What follows belongs to an exercise in optimizing a design on an open flow for small area, a short achievable clock period and few clock cycles per item; a production flow would make more cautious choices. No activity file was given, so power comes from the tool's default toggle rates.

==> flow/design.v <==
module ysyx_divunit (
    input             clk,
    input             rstn,
    input             div_valid,
    input             div_word,
    input             div_sign,
    input             alu_sec,
    input      [63:0] dividend,
    input      [63:0] divisor,
    output            res_rdy,
    output     [63:0] div_res
);
localparam S_IDLE = 3'd0, S_SHIFT = 3'd1, S_ITER = 3'd2, S_NEG = 3'd3, S_DONE = 3'd4;
reg  [2:0]  state;
reg  [63:0] rem;      
reg  [63:0] dn;       
reg  [63:0] quo;      
reg  [5:0]  cnt;      
reg  [5:0]  pa_r, pb_r;   
reg         va_r, na_r;
reg         vb_r, nb_r, sec_r, w_r, cin_r, negq_r, negr_r, done_r;
reg         at_r, bt_r;   
reg  [2:0]  f1, f0;
wire [63:0] a64 = div_word ? {{32{div_sign & dividend[31]}}, dividend[31:0]} : dividend;
wire [63:0] b64 = div_word ? {{32{div_sign & divisor[31]}},  divisor[31:0]}  : divisor;
wire        na  = div_sign & a64[63];
wire        nb  = div_sign & b64[63];
wire [63:0] xa  = a64 ^ {64{na}};    
wire [63:0] xb  = b64 ^ {64{nb}};    
function [6:0] msb64(input [63:0] x);    
    reg [31:0] v1; reg [1*32-1:0] p1;
    reg [15:0] v2; reg [2*16-1:0] p2;
    reg [7:0]  v3; reg [3*8-1:0]  p3;
    reg [3:0]  v4; reg [4*4-1:0]  p4;
    reg [1:0]  v5; reg [5*2-1:0]  p5;
    integer i;
    begin
        for (i = 0; i < 32; i = i + 1) begin
            v1[i] = x[2*i+1] | x[2*i];
            p1[i] = x[2*i+1];
        end
        for (i = 0; i < 16; i = i + 1) begin
            v2[i] = v1[2*i+1] | v1[2*i];
            p2[2*i +: 2] = v1[2*i+1] ? {1'b1, p1[(2*i+1)*1 +: 1]} : {1'b0, p1[(2*i)*1 +: 1]};
        end
        for (i = 0; i < 8; i = i + 1) begin
            v3[i] = v2[2*i+1] | v2[2*i];
            p3[3*i +: 3] = v2[2*i+1] ? {1'b1, p2[(2*i+1)*2 +: 2]} : {1'b0, p2[(2*i)*2 +: 2]};
        end
        for (i = 0; i < 4; i = i + 1) begin
            v4[i] = v3[2*i+1] | v3[2*i];
            p4[4*i +: 4] = v3[2*i+1] ? {1'b1, p3[(2*i+1)*3 +: 3]} : {1'b0, p3[(2*i)*3 +: 3]};
        end
        for (i = 0; i < 2; i = i + 1) begin
            v5[i] = v4[2*i+1] | v4[2*i];
            p5[5*i +: 5] = v4[2*i+1] ? {1'b1, p4[(2*i+1)*4 +: 4]} : {1'b0, p4[(2*i)*4 +: 4]};
        end
        msb64 = {v5[1] | v5[0], v5[1] ? {1'b1, p5[9:5]} : {1'b0, p5[4:0]}};
    end
endfunction
wire [6:0] ma = msb64(xa);
wire [6:0] mb = msb64(xb);
wire       bzi = ~|(div_word ? {32'd0, divisor[31:0]} : divisor);    
wire       bz   = (pb_r == 6'd0) & ~vb_r & ~nb_r;              
wire [6:0] dx   = {1'b0, pa_r};
wire [6:0] dy   = ~{1'b0, pb_r};
wire [6:0] dz   = {6'd0, na_r};
wire [6:0] ds   = dx ^ dy ^ dz;
wire [6:0] dc   = (dx & dy) | (dx & dz) | (dy & dz);
wire [6:0] d7;
wire       d7_co;
add_pfx #(.N(7)) u_d (.a(ds), .b({dc[5:0], 1'b0}), .ci(1'b1), .s(d7), .co(d7_co));
wire       k0   = bz | (va_r ? d7[6] : (~na_r | (pb_r != 6'd0)));
wire [5:0] sdif = va_r ? d7[5:0] : 6'd0;
wire        fl = ~nb_r;
wire [5:0]  sh = sdif;
wire [63:0] y0 = quo;
wire [63:0] y1 = sh[0] ? {y0[62:0], {1{fl}}}  : y0;
wire [63:0] y2 = sh[1] ? {y1[61:0], {2{fl}}}  : y1;
wire [63:0] y3 = sh[2] ? {y2[59:0], {4{fl}}}  : y2;
wire [63:0] y4 = sh[3] ? {y3[55:0], {8{fl}}}  : y3;
wire [63:0] y5 = sh[4] ? {y4[47:0], {16{fl}}} : y4;
wire [63:0] y6 = sh[5] ? {y5[31:0], {32{fl}}} : y5;
wire        q;
wire [64:0] sum;
add_pfx #(.N(65)) u_add (.a({at_r, rem}), .b({bt_r, dn}), .ci(cin_r), .s(sum), .co(q));
wire [63:0] t = sum[63:0];
wire        qb = q | (sum[64] & ~at_r);
wire last   = (cnt == 6'd0);
wire s_idle = (state == S_IDLE), s_iter = (state == S_ITER);
wire mvq    = s_iter & last & ~sec_r;                 
wire [63:0] alt = s_idle ? xa : (mvq ? {quo[62:0], qb} : rem);
reg  [2:0] nxt;
always @* begin
    nxt = state;
    case (state)
        S_IDLE:  if (div_valid) nxt = S_SHIFT;
        S_SHIFT: nxt = k0 ? S_IDLE : S_ITER;
        S_ITER:  if (last) nxt = (negq_r | negr_r) ? S_NEG : S_DONE;
        S_NEG:   nxt = S_DONE;
        default: nxt = S_IDLE;
    endcase
end
wire [5:0] cnt_nxt  = (state == S_SHIFT) ? sdif : cnt - 6'd1;
wire       mvq_nxt  = (nxt == S_ITER) & (cnt_nxt == 6'd0) & ~sec_r;
always @(posedge clk or negedge rstn) begin
    if (!rstn) begin
        state  <= S_IDLE;
        done_r <= 1'b0;
        at_r   <= 1'b0;
        bt_r   <= 1'b0;
    end else begin
        state  <= nxt;
        done_r <= (nxt == S_DONE);
        at_r   <= (nxt == S_SHIFT) | (nxt == S_NEG) | ((nxt == S_ITER) & ~mvq_nxt);
        bt_r   <= (nxt == S_SHIFT) | (nxt == S_NEG);
    end
end
always @(posedge clk) begin
    nb_r   <= nb;
    sec_r  <= alu_sec;
    w_r    <= div_word;
    negq_r <= ~alu_sec & (na ^ nb);
    negr_r <= alu_sec & na;
    na_r   <= na;
    va_r   <= ma[6];
    vb_r   <= mb[6];
    pa_r   <= ma[5:0];
    pb_r   <= mb[5:0];
    dn  <= s_idle ? 64'd0 :
           (state == S_SHIFT) ? (k0 ? {64{1'b1}} : y6) :
           (s_iter & ~last) ? {1'b1, dn[63:1]} : {64{1'b1}};
    quo <= s_idle ? ~xb : (state == S_SHIFT) ? 64'd0 : {quo[62:0], qb};
end
always @(posedge clk) begin
    rem <= q ? t : alt;
    cnt <= cnt_nxt;
    case (state)
        S_IDLE: begin
            cin_r  <= na;
            f1     <= alu_sec ? {~na & ~div_word, ~na, ~na} : {bzi & ~na & ~div_word, bzi & ~na, bzi};
            f0     <= alu_sec ? {na & ~div_word, na, na} : {bzi & ~na & ~div_word, bzi & ~na, bzi};
        end
        S_SHIFT: begin
            cin_r <= ~nb_r;
            f1    <= 3'b111;
            f0    <= 3'b000;
        end
        S_ITER: begin
            if (last) cin_r <= 1'b0;
        end
        S_NEG: begin
            f1 <= 3'b000;
            f0 <= {~w_r, 2'b11};
        end
        default: ;
    endcase
end
genvar gi;
generate
    for (gi = 0; gi < 64; gi = gi + 1) begin : g_out
        localparam integer G = (gi == 0) ? 0 : (gi < 32) ? 1 : 2;
        assign div_res[gi] = rem[gi] ? f1[G] : f0[G];
    end
endgenerate
assign res_rdy = done_r | ((state == S_SHIFT) & k0);
endmodule
module add_pfx #(parameter N = 64) (
    input  [N-1:0] a,
    input  [N-1:0] b,
    input          ci,
    output [N-1:0] s,
    output         co
);
localparam M = N + 1;    
reg [M-1:0] g, p;
integer d, i;
always @* begin
    g = {a & b, ci};
    p = {a ^ b, 1'b0};
    for (d = 1; d < M; d = d * 2)
        for (i = M-1; i >= 0; i = i - 1)
            if ((i / d) % 2 == 1) begin
                g[i] = g[i] | (p[i] & g[(i/d)*d - 1]);
                p[i] = p[i] & p[(i/d)*d - 1];
            end
end
assign s  = (a ^ b) ^ g[M-2:0];
assign co = g[M-1];
endmodule
Settings: LEC_CHECK=0, CAP_MARGIN=20, CORE_MARGIN=2, CORE_UTILIZATION=60, PLACE_DENSITY=0.7, SETUP_SLACK_MARGIN=5, SLEW_MARGIN=20; clock period 10.0 ns.
standard.sh (not shown) runs the stock make flow with config.mk's settings and CLKGATE_MAP_FILE= SYNTH_SCRIPT=/design/flow/synth_recipe.tcl, a recipe that flattens the netlist after the stock synthesis.
==> flow/flow/run.sh <==
#!/bin/bash
set -euo pipefail
bash standard.sh "BUFFER_PORTS_ARGS=-buffer_cell sky130_fd_sc_hd__buf_1" \
  "CTS_ARGS=-sink_clustering_enable -repair_clock_nets -dont_use_dummy_load" \
  SETUP_SLACK_MARGIN=6.0 finish > standard.log 2>&1
Next try:
--- a/flow/design.v
+++ b/flow/design.v
@@ -26,9 +26,9 @@
 wire        na  = div_sign & a64[63];
 wire        nb  = div_sign & b64[63];
 wire [63:0] xa  = a64 ^ {64{na}};    
 wire [63:0] xb  = b64 ^ {64{nb}};    
-function [6:0] msb64(input [63:0] x);    
+function [14:0] msb64(input [63:0] x);    
     reg [31:0] v1; reg [1*32-1:0] p1;
     reg [15:0] v2; reg [2*16-1:0] p2;
     reg [7:0]  v3; reg [3*8-1:0]  p3;
     reg [3:0]  v4; reg [4*4-1:0]  p4;
@@ -54,14 +54,22 @@
         for (i = 0; i < 2; i = i + 1) begin
             v5[i] = v4[2*i+1] | v4[2*i];
             p5[5*i +: 5] = v4[2*i+1] ? {1'b1, p4[(2*i+1)*4 +: 4]} : {1'b0, p4[(2*i)*4 +: 4]};
         end
-        msb64 = {v5[1] | v5[0], v5[1] ? {1'b1, p5[9:5]} : {1'b0, p5[4:0]}};
+        msb64 = {v3, v5[1] | v5[0], v5[1] ? {1'b1, p5[9:5]} : {1'b0, p5[4:0]}};
     end
 endfunction
-wire [6:0] ma = msb64(xa);
-wire [6:0] mb = msb64(xb);
-wire       bzi = ~|(div_word ? {32'd0, divisor[31:0]} : divisor);    
+wire [14:0] ma = msb64(xa);
+wire [14:0] mb = msb64(xb);
+wire [7:0] ab = ma[14:7], bb = mb[14:7];
+wire [7:0] ahi;    
+genvar gj;
+generate
+    for (gj = 0; gj < 8; gj = gj + 1) begin : g_ahi
+        assign ahi[gj] = |ab[7:gj];
+    end
+endgenerate
+wire       k0e = na ? |(bb[7:1] & ~ahi[6:0]) : |(bb & ~ahi);
 wire       bz   = (pb_r == 6'd0) & ~vb_r & ~nb_r;              
 wire [6:0] dx   = {1'b0, pa_r};
 wire [6:0] dy   = ~{1'b0, pb_r};
 wire [6:0] dz   = {6'd0, na_r};
@@ -82,9 +90,10 @@
 wire [63:0] y5 = sh[4] ? {y4[47:0], {16{fl}}} : y4;
 wire [63:0] y6 = sh[5] ? {y5[31:0], {32{fl}}} : y5;
 wire        q;
 wire [64:0] sum;
-add_pfx #(.N(65)) u_add (.a({at_r, rem}), .b({bt_r, dn}), .ci(cin_r), .s(sum), .co(q));
+wire        bt = bt_r & ~((state == S_SHIFT) & k0);
+add_pfx #(.N(65)) u_add (.a({at_r, rem}), .b({bt, dn}), .ci(cin_r), .s(sum), .co(q));
 wire [63:0] t = sum[63:0];
 wire        qb = q | (sum[64] & ~at_r);
 wire last   = (cnt == 6'd0);
 wire s_idle = (state == S_IDLE), s_iter = (state == S_ITER);
@@ -93,10 +102,10 @@
 reg  [2:0] nxt;
 always @* begin
     nxt = state;
     case (state)
-        S_IDLE:  if (div_valid) nxt = S_SHIFT;
-        S_SHIFT: nxt = k0 ? S_IDLE : S_ITER;
+        S_IDLE:  if (div_valid) nxt = k0e ? S_DONE : S_SHIFT;
+        S_SHIFT: nxt = k0 ? S_DONE : S_ITER;
         S_ITER:  if (last) nxt = (negq_r | negr_r) ? S_NEG : S_DONE;
         S_NEG:   nxt = S_DONE;
         default: nxt = S_IDLE;
     endcase
@@ -137,15 +146,23 @@
     cnt <= cnt_nxt;
     case (state)
         S_IDLE: begin
             cin_r  <= na;
-            f1     <= alu_sec ? {~na & ~div_word, ~na, ~na} : {bzi & ~na & ~div_word, bzi & ~na, bzi};
-            f0     <= alu_sec ? {na & ~div_word, na, na} : {bzi & ~na & ~div_word, bzi & ~na, bzi};
+            f1     <= alu_sec ? {~na & ~div_word, ~na, ~na} : 3'b000;
+            f0     <= alu_sec ? {na & ~div_word, na, na} : 3'b000;
         end
         S_SHIFT: begin
             cin_r <= ~nb_r;
-            f1    <= 3'b111;
-            f0    <= 3'b000;
+            if (!k0) begin
+                f1 <= 3'b111;
+                f0 <= 3'b000;
+            end else if (sec_r) begin      
+                f1 <= {~na_r & ~w_r, ~na_r, ~na_r};
+                f0 <= {na_r & ~w_r, na_r, na_r};
+            end else begin                 
+                f1 <= {bz & ~na_r & ~w_r, bz & ~na_r, bz};
+                f0 <= {bz & ~na_r & ~w_r, bz & ~na_r, bz};
+            end
         end
         S_ITER: begin
             if (last) cin_r <= 1'b0;
         end
@@ -162,9 +179,9 @@
         localparam integer G = (gi == 0) ? 0 : (gi < 32) ? 1 : 2;
         assign div_res[gi] = rem[gi] ? f1[G] : f0[G];
     end
 endgenerate
-assign res_rdy = done_r | ((state == S_SHIFT) & k0);
+assign res_rdy = done_r;
 endmodule
 module add_pfx #(parameter N = 64) (
     input  [N-1:0] a,
     input  [N-1:0] b,
Core utilization rose by 3.6 points.
Worst setup slack improved by 760 ps.
Final cell count rises by a few percent.
Total power is higher by a little under a tenth.
Final area goes up by a few percent.
Wire length came out higher by a little under a tenth.
Clock power hardly moves.
Combinational power is higher by roughly a tenth.
Synthesized cell count rose slightly.
First-iteration DRC count is higher slightly.
Clock skew decreases by 8.4 ps.
No run of this note included a check of the RTL's function; only the layout flow was run.

-- port drivers added, routing unchanged --
Ports are ideal in the flow. The routed layouts listed here were re-timed in OpenROAD. Step 1, drivers: a clkbuf_16 drives clk and a buf_2 each remaining input, both assumed. Step 2, shift: input delay + t, output delay - t, t = (earliest + latest rising clock arrival at the registers) / 2. This alone moves slack from input paths to output paths. Three values: ideal ports, drivers, drivers and shift; two values: the first two.
run	t, ns	setup WS [ns]	cell pins on the clock port's net
the first run	0.597	5.125 / 5.066 / 5.427	1
the second run	0.605	5.890 / 5.890 / 5.422	1
After both steps setup and hold are still met in every run listed. The setup slack of the second run, which loses most, moves by 0.000 ns with the drivers and by -0.468 ns with both steps.
